Background: an optimization exercise with open tools, aiming at small area and a short achievable clock period. Do not read the settings as production practice. Function was checked by simulation only, so behaviour that the tests miss may differ from the original. No activity file was given, so power comes from the tool's default toggle rates.

Design OE_Sort, start of the top module:
module OE_Sort #(
    parameter BIT_WIDTH = 8,
    parameter N = 16
    )
(
    input clk,
    input rst,
    input in_valid,
    input [BIT_WIDTH*N-1:0] list,
    output out_valid,
    output [BIT_WIDTH*N-1:0] sorted_list
    );
reg [8:0] valid_pipe;
always @(posedge clk)
    if (rst) valid_pipe <= 9'b0;
    else valid_pipe <= {valid_pipe[7:0], in_valid};
assign out_valid = valid_pipe[8];
wire lt_0_0_13;
Compare_and_Swap #(.BIT_WIDTH(8)) cmp_0 (.a(list[7:0]), .b(list[111:104]), .a_lt_b(lt_0_0_13));
wire [7:0] x0_0 = lt_0_0_13 ? list[111:104] : list[7:0];
wire [7:0] x0_13 = lt_0_0_13 ? list[7:0] : list[111:104];
wire lt_1_1_12;
Compare_and_Swap #(.BIT_WIDTH(8)) cmp_1 (.a(list[15:8]), .b(list[103:96]), .a_lt_b(lt_1_1_12));
wire [7:0] x1_1 = lt_1_1_12 ? list[103:96] : list[15:8];
wire [7:0] x1_12 = lt_1_1_12 ? list[15:8] : list[103:96];
wire lt_2_2_15;
Compare_and_Swap #(.BIT_WIDTH(8)) cmp_2 (.a(list[23:16]), .b(list[127:120]), .a_lt_b(lt_2_2_15));
wire [7:0] x2_2 = lt_2_2_15 ? list[127:120] : list[23:16];
wire [7:0] x2_15 = lt_2_2_15 ? list[23:16] : list[127:120];
wire lt_3_3_14;
Compare_and_Swap #(.BIT_WIDTH(8)) cmp_3 (.a(list[31:24]), .b(list[119:112]), .a_lt_b(lt_3_3_14));
wire [7:0] x3_3 = lt_3_3_14 ? list[119:112] : list[31:24];
  ...
Size: roughly 6100 cells after synthesis, about 1200 flip-flops, roughly 260 I/O pins, roughly 46000 um^2 of cells after synthesis.
export LEC_CHECK = 0
export ABC_AREA = 1
export CAP_MARGIN = 20
export CORE_MARGIN = 2
export CORE_UTILIZATION = 65
export CTS_CLUSTER_DIAMETER = 80
export CTS_CLUSTER_SIZE = 30
export SETUP_SLACK_MARGIN = 0.7
export SLEW_MARGIN = 20
create_clock -name core_clock -period 2.5 [get_ports {clk}]
standard.sh (not shown) runs the stock make flow with config.mk's settings and CLKGATE_MAP_FILE= SYNTH_SCRIPT=/design/flow/synth_recipe.tcl, a recipe that flattens the netlist after the stock synthesis.
==> flow/flow/run.sh <==
#!/bin/bash
# The standard layout (the standard.sh, ORFS from synthesis to finish), except that
# buffer_ports gives every input and output port a sky130_fd_sc_hd__buf_1 instead of the
# delay buffer (clkdlybuf4s50_1) it picks by default. Each ORFS step keeps its own log under
# orfs/logs/; make's full output goes to standard.log here.
set -euo pipefail
export BUFFER_PORTS_ARGS="-buffer_cell sky130_fd_sc_hd__buf_1"
bash standard.sh finish > standard.log 2>&1
The starting point finished clean.
Change:
- CORE_UTILIZATION: 65 -> 80
- SETUP_SLACK_MARGIN: 0.7 -> 0.8
=>
- The changed run finished clean
- sequential share of layout area fell by 0.17 points
- fmax fell by 1.5%
- final area rose by 0.40%
- synthesized area stays the same
- worst setup slack is worse by 0.025 ns
- non-clock buffer count rose by 27
- via count rose by 8.5%
- wire length rose by 13%
- power rose by 3.6%
- sequential power rose by about 1%
Change:
==> flow/flow/run.sh (replaced) <==
#!/bin/bash
# The standard layout (the standard.sh, ORFS from synthesis to finish), except that
# buffer_ports gives every input and output port a sky130_fd_sc_hd__buf_2 instead of the
# delay buffer (clkdlybuf4s50_1) it picks by default. Each ORFS step keeps its own log under
# orfs/logs/; make's full output goes to standard.log here.
set -euo pipefail
export BUFFER_PORTS_ARGS="-buffer_cell sky130_fd_sc_hd__buf_2"
bash standard.sh finish > standard.log 2>&1
- CORE_UTILIZATION: 80 -> 65
The new run ran to the end with no violations.
Final area went up slightly.
Critical path depth went down by 6.
Via count went down by a little under a tenth.
Register-to-register slack gains 0.05 ns.
Routed wire length went down by roughly a tenth.
Hold slack gains 0.036 ns.
Change:
==> flow/flow/run.sh (replaced) <==
#!/bin/bash
# The standard layout (the standard.sh, ORFS from synthesis to finish), except that
# buffer_ports gives every input and output port a sky130_fd_sc_hd__buf_1 instead of the
# delay buffer (clkdlybuf4s50_1) it picks by default. Each ORFS step keeps its own log under
# orfs/logs/; make's full output goes to standard.log here.
set -euo pipefail
export BUFFER_PORTS_ARGS="-buffer_cell sky130_fd_sc_hd__buf_1"
bash standard.sh finish > standard.log 2>&1
- SETUP_SLACK_MARGIN: 0.8 -> 0.85
After rerunning: Via count is about the same; final area came out higher by about 0.37%; setup slack improves by 0.051 ns.
Change:
- CTS_CLUSTER_DIAMETER: 80 -> 60
- CTS_CLUSTER_SIZE: 30 -> 20
- SETUP_SLACK_MARGIN: 0.85 -> 0.8
=> Count of clock-buffer cells in the layout came out higher by 29; setup slack got worse by 0.054 ns; wire length came out higher by 0.60%; sequential share of layout area came out lower by 0.36 points; core utilization came out higher by 0.49 points.
Change:
- CTS_CLUSTER_DIAMETER: 60 -> 80
- CTS_CLUSTER_SIZE: 20 -> 30
- SETUP_SLACK_MARGIN: 0.8 -> 1.0
Clock-buffer cell count went down by 29; worst hold slack is worse by 0.014 ns; design area went up by 4.3%; sequential share of layout area went down by 1.4 points.

Another version of the RTL of OE_Sort (not shown whole).
Size in the first run: ~7,000 cells after synthesis, roughly 1,300 flip-flops, roughly 260 I/O pins.
==> flow/config.mk <==
export PLATFORM = sky130hd
export DESIGN_NAME = OE_Sort
export DESIGN_NICKNAME = OE_Sort
export VERILOG_FILES = /design/flow/design.v
export SDC_FILE = /design/flow/constraint.sdc
export NUM_CORES = 4
export LEC_CHECK = 0
export ABC_AREA = 1
export CAP_MARGIN = 20
export CORE_MARGIN = 2
export CORE_UTILIZATION = 55
export SETUP_SLACK_MARGIN = 0.8
export SLEW_MARGIN = 20
==> flow/constraint.sdc <==
create_clock -name core_clock -period 2.5 [get_ports {clk}]
set_input_delay 0.5000 -clock core_clock [delete_from_list [all_inputs] [get_ports {clk}]]
set_output_delay 0.5000 -clock core_clock [all_outputs]
set_load 0.01 [all_outputs]
run.sh (not shown) runs the stock make flow with config.mk's settings and CLKGATE_MAP_FILE= SYNTH_SCRIPT=/design/flow/synth_recipe.tcl, a recipe that flattens the netlist after the stock synthesis.
Stock flow here: none of the scripts above is used.
Edit:
SETUP_SLACK_MARGIN = not set   (was 0.8)
After rerunning: The changed run passed the timing, design-rule and antenna checks; sequential cell count does not change; setup slack degrades by 0.43 ns; clock power hardly moves.

static timing again, ports no longer ideal:
The results above use ideal ports. As a check the final layouts listed here were re-extracted and re-timed, cells and wires unchanged. Step 1: set_driving_cell puts a clkbuf_16 on clk and a buf_2 on each other input, an assumption about the parent block. Step 2 adds t to the input delays and takes it off the output delays; t is the mean of the earliest and latest rising clock arrival at the registers after step 1. Input paths then give back, and output paths get back, about the clock's delay inside the block. Three values: ideal ports, drivers, drivers and shift; two values: the first two.
| run | shift t [ns] | setup WS [ns] | worst hold slack (ns) | worst register clock-pin slew, ns |
|---|---|---|---|---|
| the first run of note 1 | 0.706 | 0.803 / 0.795 / 0.498 | 0.044 / 0.006 / 0.321 | 0.11 / 0.11 |
| the second run of note 1 | 0.696 | 0.777 / 0.768 / 0.490 | 0.036 / -0.009 / 0.333 | 0.12 / 0.12 |
| the third run of note 1 | 0.697 | 0.823 / 0.823 / 0.550 | 0.072 / 0.029 / 0.330 | 0.11 / 0.11 |
| the fourth run of note 1 | 0.708 | 0.873 / 0.817 / 0.490 | 0.039 / 0.002 / 0.322 | 0.11 / 0.11 |
| the fifth run of note 1 | 0.700 | 0.819 / 0.792 / 0.513 | 0.055 / 0.019 / 0.324 | 0.08 / 0.08 |
| the sixth run of note 1 | 0.710 | 0.885 / 0.814 / 0.490 | 0.042 / 0.003 / 0.315 | 0.11 / 0.11 |
| the first run of note 2 | 0.796 | 0.832 / 0.759 / 0.323 | 0.295 / 0.243 / 0.306 | 0.07 / 0.07 |
| the second run of note 2 | 0.798 | 0.404 / 0.331 / 0.324 | 0.293 / 0.242 / 0.306 | 0.07 / 0.07 |
After both steps every run listed still meets setup and hold. The setup slack of the first run of note 2, which loses most, moves by -0.073 ns with the drivers and by -0.509 ns with both steps.
